This is an optimization exercise on Yosys and OpenROAD, whose aim is small area and a short achievable clock period, not a production implementation. In this exercise RTL edits were held to simulation tests only and were not proved equivalent to the original. No activity file was given, so power comes from the tool's default toggle rates.

==> flow/design.v (excerpt) <==
module output_timing#(
  parameter HFP_WIDTH=8,
  parameter HSW_WIDTH=4,
  parameter HBP_WIDTH=8,
  parameter HACTIVE_WIDTH=16,
  parameter DATA_WIDTH=8,
  parameter VFP_WIDTH=8,
  parameter VSW_WIDTH=4,
  parameter VBP_WIDTH=8,
  parameter VACTIVE_WIDTH=16
)(
  input                       clk,
  input                       rst_n,
  input                       sync_en,
  input                       hpol_i,
  input [HFP_WIDTH-1:0]       hfp_i,
  input [HSW_WIDTH-1:0]       hsw_i,
  input [HBP_WIDTH-1:0]       hbp_i,
  input [HACTIVE_WIDTH-1:0]   hactive_i,
  input [VFP_WIDTH-1:0]       vfp_i,
  input [VSW_WIDTH-1:0]       vsw_i,
  input [VBP_WIDTH-1:0]       vbp_i,
  input [VACTIVE_WIDTH-1:0]   vactive_i,
  input [DATA_WIDTH-1:0]      datar_i,
  input [DATA_WIDTH-1:0]      datag_i,
  input [DATA_WIDTH-1:0]      datab_i,
  output [DATA_WIDTH-1:0]     datar_o,
  output [DATA_WIDTH-1:0]     datag_o,
  output [DATA_WIDTH-1:0]     datab_o,
  output                      hsync_o,
  output                      vsync_o,
  output                      de_o
);
localparam [1:0] FP = 2'd0, SW = 2'd1, BP = 2'd2, POST = 2'd3;
localparam [1:0] PRE = 2'd0, ACT = 2'd1, END = 2'd2, UNR = 2'd3;
function [6:0] wrapinfo;
  input [7:0] fp;
  input [3:0] sw;
  input [7:0] bp;
  reg   [5:0] n;
  begin
    n = fp[3:0] + bp[3:0] + sw;
    wrapinfo = {(&fp[7:4]) & (&bp[7:4]) & n[5], n == 6'd32, n == 6'd33, n[3:0]};
  end
endfunction
wire hfp_z = ~|hfp_i;
wire hsw_z = ~|hsw_i;
wire hbp_z = ~|hbp_i;
wire hfp_1 = (hfp_i == 8'd1);
wire hsw_1 = (hsw_i == 4'd1);
wire hbp_1 = (hbp_i == 8'd1);
wire hfp_2 = (hfp_i == 8'd2);
wire hsw_2 = (hsw_i == 4'd2);
wire hbp_2 = (hbp_i == 8'd2);
wire ha_z  = ~|hactive_i;
wire ha_1  = (hactive_i == 16'd1);
wire ha_2  = (hactive_i == 16'd2);
wire [6:0] hwi = wrapinfo(hfp_i, hsw_i, hbp_i);
reg       hw_r, hc0_r, hc1_r, ha_zr, ha_1r, ha_2r, hpfp_r, hpsw_r;
reg [3:0] hcw_r;
always @(posedge clk) begin
  hw_r   <= hwi[6];
  hcw_r  <= hwi[3:0];
  hc0_r  <= (hwi[6] & hwi[5]) | (hfp_z & hsw_z & hbp_z);
  ...
Size: about 730 cells after synthesis, about 110 flip-flops, roughly 130 I/O pins.
Settings: LEC_CHECK=0, CAP_MARGIN=20, CORE_MARGIN=2, CORE_UTILIZATION=65, SLEW_MARGIN=20; clock period 8.0 ns.
standard.sh (not shown) runs the stock make flow with config.mk's settings and CLKGATE_MAP_FILE= SYNTH_SCRIPT=/design/flow/synth_recipe.tcl, a recipe that flattens the netlist after the stock synthesis.
==> flow/flow/run.sh <==
#!/bin/bash
# Standard ORFS layout, with plain buf_1 cells as the port buffers instead of
# the default delay-buffer cells, and timing repair aiming at 5.0 ns of setup
# slack.  Each tool's log is under orfs/logs/; make's output is in flow_make.log.
set -euo pipefail
bash standard.sh "BUFFER_PORTS_ARGS=-buffer_cell sky130_fd_sc_hd__buf_1" SETUP_SLACK_MARGIN=5.0 finish > flow_make.log 2>&1
The baseline completed without violations.
Change:
==> flow/flow/run.sh (replaced) <==
#!/bin/bash
# Standard ORFS layout, with plain buf_2 cells as the port buffers instead of
# the default delay-buffer cells, and timing repair aiming at 5.5 ns of setup
# slack.  Each tool's log is under orfs/logs/; make's output is in flow_make.log.
set -euo pipefail
bash standard.sh "BUFFER_PORTS_ARGS=-buffer_cell sky130_fd_sc_hd__buf_2" SETUP_SLACK_MARGIN=5.5 finish > flow_make.log 2>&1
Settings changed: CORE_UTILIZATION 65 to 40.
The new run completed with no timing, DRC or antenna violations.
Cell area goes up by roughly a tenth.
Wire length goes up by a little under a tenth.
Worst setup slack gains 0.093 ns.
Non-clock buffer count rises by 15.
Total power climbs by roughly a tenth.
Die area rises by well over a third.
Register-to-register slack improved by 0.47 ns.
Clock skew drops by 0.012 ns.
Change:
==> flow/flow/run.sh (replaced) <==
#!/bin/bash
# Standard ORFS layout, with plain buf_2 cells as the port buffers instead of
# the default delay-buffer cells.  Each tool's output is in the ORFS logs under
# orfs/logs/; make's own output is in flow_make.log.
set -euo pipefail
bash standard.sh "BUFFER_PORTS_ARGS=-buffer_cell sky130_fd_sc_hd__buf_2" finish > flow_make.log 2>&1
Settings changed: SETUP_SLACK_MARGIN from default to 5.
Total power fell by a few percent; maximum frequency fell by a few percent; via count fell slightly.

afterwards: timing with drivers on the ports:
Ports are ideal in the flow. The routed layouts listed here were re-timed in OpenROAD.
Step 1 (the two cells are an assumption about what drives the block):
set clk [get_ports {clk}]
set_driving_cell -lib_cell sky130_fd_sc_hd__clkbuf_16 $clk
set_driving_cell -lib_cell sky130_fd_sc_hd__buf_2 [delete_from_list [all_inputs] $clk]
Step 2 moves the port delays by t, midway between the first and last clock arrival at a register: inputs arrive t later, outputs are due t later. That takes back most of the time a late clock gives input paths.
Three values: ideal ports, drivers, drivers and shift; two values: the first two.
run | t (ns) | slack for setup (ns) | latest minus earliest clock arrival (ns)
the first run | 0.390 | 4.782 / 4.783 / 4.393 | 0.020 / 0.020
the second run | 0.395 | 4.874 / 4.878 / 4.483 | 0.007 / 0.007
the third run | 0.386 | 4.783 / 4.784 / 4.398 | 0.008 / 0.007
After both steps every run listed still meets setup and hold. The setup slack of the second run, which loses most, moves by +0.004 ns with the drivers and by -0.391 ns with both steps.
